From an optimization exercise on the open Yosys and OpenROAD flow, aimed at small area and a short achievable clock period; shortcuts taken in it are not production practice. Only simulation tests tie the RTL to the original design; equivalence was not proved.

## flow/design.v (module list and top-level ports; edited modules follow where they fit)
// module atan_poly: 751 lines
// module sqrt_lut: 32778 lines
// module cal_abs_angle: 192 lines
// module divstep_fast: 10 lines
// module divstep_slow: 19 lines
module cal_abs_angle(
    input           clk     ,
    input [7:0]     real_i  ,
    input [7:0]     imag_i  ,
    input           val_i   ,
    output [7:0]    abs_o   ,
    output [15:0]   angle_o ,
    output          val_o
    );
  // ...
==> flow/run.sh <==
#!/bin/bash
# synth_recipe.tcl (not shown) runs the flow's synth.tcl, then flattens the netlist and writes it again
# the make line also repeats each setting of config.mk as NAME=value (left out here)
make -C /OpenROAD-flow-scripts/flow DESIGN_CONFIG=/design/flow/config.mk WORK_HOME=/design/flow/orfs CLKGATE_MAP_FILE= SYNTH_SCRIPT=/design/flow/synth_recipe.tcl finish
==> flow/config.mk <==
export PLATFORM = sky130hd
export DESIGN_NAME = cal_abs_angle
export DESIGN_NICKNAME = cal_abs_angle
export VERILOG_FILES = /design/flow/design.v
export SDC_FILE = /design/flow/constraint.sdc
export NUM_CORES = 4
export LEC_CHECK = 0
export CAP_MARGIN = 20
export CORE_MARGIN = 2
export CORE_UTILIZATION = 40
export SLEW_MARGIN = 20
export SYNTH_MEMORY_MAX_BITS = 262144
==> flow/constraint.sdc <==
create_clock -name core_clock -period 28.0 [get_ports {clk}]
set_input_delay 5.6000 -clock core_clock [delete_from_list [all_inputs] [get_ports {clk}]]
set_output_delay 5.6000 -clock core_clock [all_outputs]
set_load 0.01 [all_outputs]
==> run notes, run 1 <==
CTS buffer count=17; port bufs=42; met2 WL=roughly 21000 um; most common cell after layout, fill and taps aside=nor2_1; critical path fanouts, max=1; Crit Path Class=flip-flop to primary output; Synth Area in Compound Gates=0.291; outcome=no timing/DRC/antenna violations; Slowest Stage Delay on Critical Path=0.54 ns; via count=approximately 15000; CP endpoint kind=primary output; clk buf depth=2; TNS Setup=0 ns; Tot GR Track Use=0.239; Register Area=between 3000 and 4000 um2; Non-clock buffering overhead=0.0374; clock latency (worst-skew pair)=approximately 0.45 ns; largest net degree at the start of global routing=77; leading registers by flop count=ang7 (16), s3 (15); CP startpoint=abs7[0]$_DFF_P_; hold_ws=about 0.31 ns; final core utilization=0.441; dpl cell area=between 15000 and 20000 um2; Final min period=between 6 and 7 ns; clock-pin slew on the worst setup and hold paths=0.08 ns; Worst Setup EP=abs_o[0]
==> run 2: changes to the inputs <==
==> flow/flow/run.sh (new file) <==
#!/bin/bash
# Own layout flow: the standard flow (standard.sh) with two changes:
#  - synthesis is synth_recipe.tcl's, but ABC maps the logic with the
#    area-oriented flow/abc_area.script instead of ORFS's speed script
#    (same registers: ABC only maps the combinational logic);
#  - the port buffers that buffer_ports inserts are sky130_fd_sc_hd__buf_2.
# Each step's output goes to a log file of its own in the work folder.
set -euo pipefail
W=$PWD
export OWN_ABC_SCRIPT=$W/flow/abc_area.script
sed "s#SYNTH_SCRIPT=[^ ]*#SYNTH_SCRIPT=$W/flow/synth.tcl#" standard.sh > "$W/own_synth.sh"
bash "$W/own_synth.sh" synth > "$W/flow_synth.log" 2>&1
export BUFFER_PORTS_ARGS="-buffer_cell sky130_fd_sc_hd__buf_2"
bash standard.sh > "$W/flow_layout.log" 2>&1
==> flow/flow/abc_area.script (new file) <==
strash
&get -n
&dch -f
&nf -R 1000
&put
topo
stime -c
==> flow/flow/synth.tcl (new file) <==
# synth_recipe.tcl (the standard synthesis), except that ABC maps the logic with
# flow/abc_area.script instead of ORFS's speed script.
proc synth {args} { yosys synth -nofsm -noshare {*}$args }
proc abc {args} {
  set i [lsearch -exact $args -script]
  if {$i >= 0} { lset args [expr {$i + 1}] $::env(OWN_ABC_SCRIPT) }
  yosys abc {*}$args
}
source $::env(SCRIPTS_DIR)/synth.tcl
# left out here: clear keep_hierarchy, flatten, clean up, hide names made inside functions, write 1_2_yosys.v
==> flow/standard.sh (new file) <==
#!/bin/bash
# synth_recipe.tcl (not shown) runs the flow's synth.tcl, then flattens the netlist and writes it again
# the make line also repeats each setting of config.mk as NAME=value (left out here)
make -C /OpenROAD-flow-scripts/flow DESIGN_CONFIG=/design/flow/config.mk WORK_HOME=/design/flow/orfs CLKGATE_MAP_FILE= SYNTH_SCRIPT=/design/flow/synth_recipe.tcl "${@:-finish}"
removed: flow/run.sh
==> run 2 against run 1 <==
Against the previous run:
- via count down 7.9%
- synthesized cell count is 13% lower
- flip-flop and latch count did not move
- critical path type unchanged
- first-iteration DRC count up 22%
- clock-buffer cell count fell by 1
- sequential share of layout area rose by 1.9 points
==> run notes, run 2 <==
final non-filler cell area=roughly 15000 um2; clk buf depth=2 (unchanged); outcome=no timing/DRC/antenna violations; most common cell after layout, fill and taps aside=nor2_1; largest area contributor in the netlist=dfxtp_1; Post-CTS Hold Buffers=0; Fin. Hold Viols=0; CP startpoint kind=flip-flop; Die Ht=between 150 and 200 um; top_reg_cell synth=dfxtp_1; 1st-iter DRT viols=approximately 2300; routability cong.=1.01; via count=14256 (-7.9%); EDFF count, synth=0; Seq/Total Area, Yosys=0.262; count leader, synth=nor2_1; Post-CTS Resized=0; critical path fanouts, max=1 (unchanged); pre-CTS setup slack=around 22 ns; Async SR Flop Fraction=0; clk root buf=clkbuf_16; first-pass GRT wire length=71700 um; CP endpoint kind=primary output; Post-Syn Nets=~2000; port bufs=42 (unchanged); Tot GR Track Use=0.250 (+0.0110); number of fill cells=3431; Slowest Stage Delay on Critical Path=0.31 ns (-0.23 ns); Synth top area share=0.262; DRC errors left=0; Antenna Violating Nets Remaining=0; DR vias/cell=between 6 and 7; final wirelength=about 45000 um; Slew HR=0.295; H-tree depth=4; syn_area_per_cell=7.70 um2; commonest cells after routing, fill and taps aside=217 x nor2_1, 215 x a21oi_1, 198 x nand2_1; Placed Cells=2308; Syn Inst Count=between 1500 and 2000; crit-path cells=buf_2; leading registers by flop count=ang7 (16), s3 (15); TritonCTS clock tree=built; WP buf/inv=1; Largest register FFs=16; TNS Setup=0 ns (unchanged); final setup skew=0.0223 ns; antenna violations before repair=0; std cell rows=between 60 and 70; Initial Utilization=0.409; final core utilization=0.456 (+0.0150); Crit path arrival time=0.88 ns; HPWL Detailed=32000 um; Ys Warns=2; vias in the first global route=between 10000 and 15000; dpl cell area=14800 um2 (-8.0%); flops & latches, synth=180; top-level port count=43; Worst EP required=22.40 ns; layout cells sized above 1=0.0587; Largest Register=ang7; largest net degree at the start of global routing=71 (-7.8%); first drt pass iteration count=7; Post-Syn Area=about 14000 um2; crit path max-delay cell type=dfxtp_1; die footprint=between 30000 and 40000 um2; Yosys cell types=56; Fmax achieved=about 150 MHz; Crit Path Class=flip-flop to primary output; Clock Sinks=180; period utilisation layout=0.231; Placeable Area=~34000 um2; max-cap violations=0; unrepaired setup endpoints after global routing=no; Final min period=6.48 ns (-0.420 ns); CTS buffer count=17 (unchanged); top cells by count, synth=217 x nor2_1, 215 x a21oi_1, 198 x nand2_1, 198 x o21ai_0, 180 x dfxtp_1; post-CTS setup buffer count=0; ANT cells=0; gr ovfl total=0; Slew @ Worst Pin=1.05 ns; crit-path leading delay family=flip-flops; # setup viols final=0; clock latency (worst-skew pair)=0.46 ns (about the same); clock-pin slew on the worst setup and hold paths=0.07 ns (about the same); Routed WL per cell=between 15 and 20 um; Final Max Slew Viols=0; area grow syn2layout=11.5%; slack of the critical path=about 22 ns; Die Width=190 um; fin cells=about 2300; Min-Delay Path Class=flip-flop to flip-flop; Final nets=between 2000 and 2500; Synth area leaders=dfxtp_1 26%, ha_1 9.9%, a21oi_1 7.8%, o21ai_0 7.2%, fa_1 6.1%
==> run 2: cell types whose count changed after synthesis, moves of 40 or more <==
cell / before / now
clkbuf_1: 90 / 0
inv_1: 104 / 0
o21ai_0: 155 / 198
buf_2: 40 / 0
clkinv_1: 3 / 106
nand2_1: 153 / 198
==> run 2: final timing paths <==
kind	start	end	slack [ns]	depth (start not counted)
setup / recovery	val_r[7]$_DFF_P_	val_o	21.52	1
hold reg to reg	abs4[4]$_DFF_P_	abs5[4]$_DFF_P_	0.32	0
hold / removal	abs4[4]$_DFF_P_	abs5[4]$_DFF_P_	0.32	0
setup reg to reg	rem5[0]$_SDFF_PP0_	q6[0]$_DFF_P_	21.86	27
==> run 2: logic make-up (layout without fill, tap and decap cells) <==
family	Yosys count	count (layout)	share of synthesized area
AOI/OAI and AO/OA	670	670	0.294
buffers and inverters	107	210	0.0292
muxes	21	21	0.0184
xor gates and xnor gates	97	97	0.0617
DFF	180	180	0.262
and+or+nand+nor	563	563	0.175
adders and majority gates	151	151	0.160
==> run 2: per-layer routing <==
metal	part of all wire	wire length (um)	track usage
met3	0.11	4790	0.0605
met1	0.42	18900	0.334
met2	0.44	19900	0.383
met5	0	0	0
met4	0.037	1650	0.109
==> run 2: area by class of cell <==
cell class / instances / area, um2 / area share
clock buffer: 17 / 425 / 0.0277
clock inverter: 15 / 163 / 0.0106
inverter: 106 / 398 / 0.0259
multi-input combinational: 1502 / 9770 / 0.636
sequential: 180 / 3610 / 0.235
tap: 448 / 561 / 0.0365
timing repair buffer: 72 / 435 / 0.0284
==> run 2: per-stage QoR <==
| stage | hold WS, ns |
|---|---|
| global placement | 0.309 |
| finish | 0.323 |
| detailed placement | 0.312 |
| floorplan | 0.310 |
| CTS | 0.325 |
| global route | 0.330 |

==> re-timing with driven ports <==
The results above use ideal ports. As a check the final layouts listed here were re-extracted and re-timed, cells and wires unchanged.
Step 1 assumes that a clkbuf_16 drives the clock port and a buf_2 every other input.
Step 2 moves the port delays by t, midway between the first and last clock arrival at a register: inputs arrive t later, outputs are due t later. That takes back most of the time a late clock gives input paths.
Slacks: ideal ports / drivers / drivers and shift; pairs: ideal ports / drivers.
run | shift t [ns] | setup slack, ns | hold WS [ns] | worst data-port slew with drivers (ns)
run 1 | 0.491 | 21.099 / 21.046 / 21.538 | 0.311 / 0.311 / 0.311 | 0.04
run 2 | 0.502 | 21.519 / 21.468 / 21.859 | 0.323 / 0.323 / 0.323 | 0.03
After both steps every run listed still meets setup and hold.
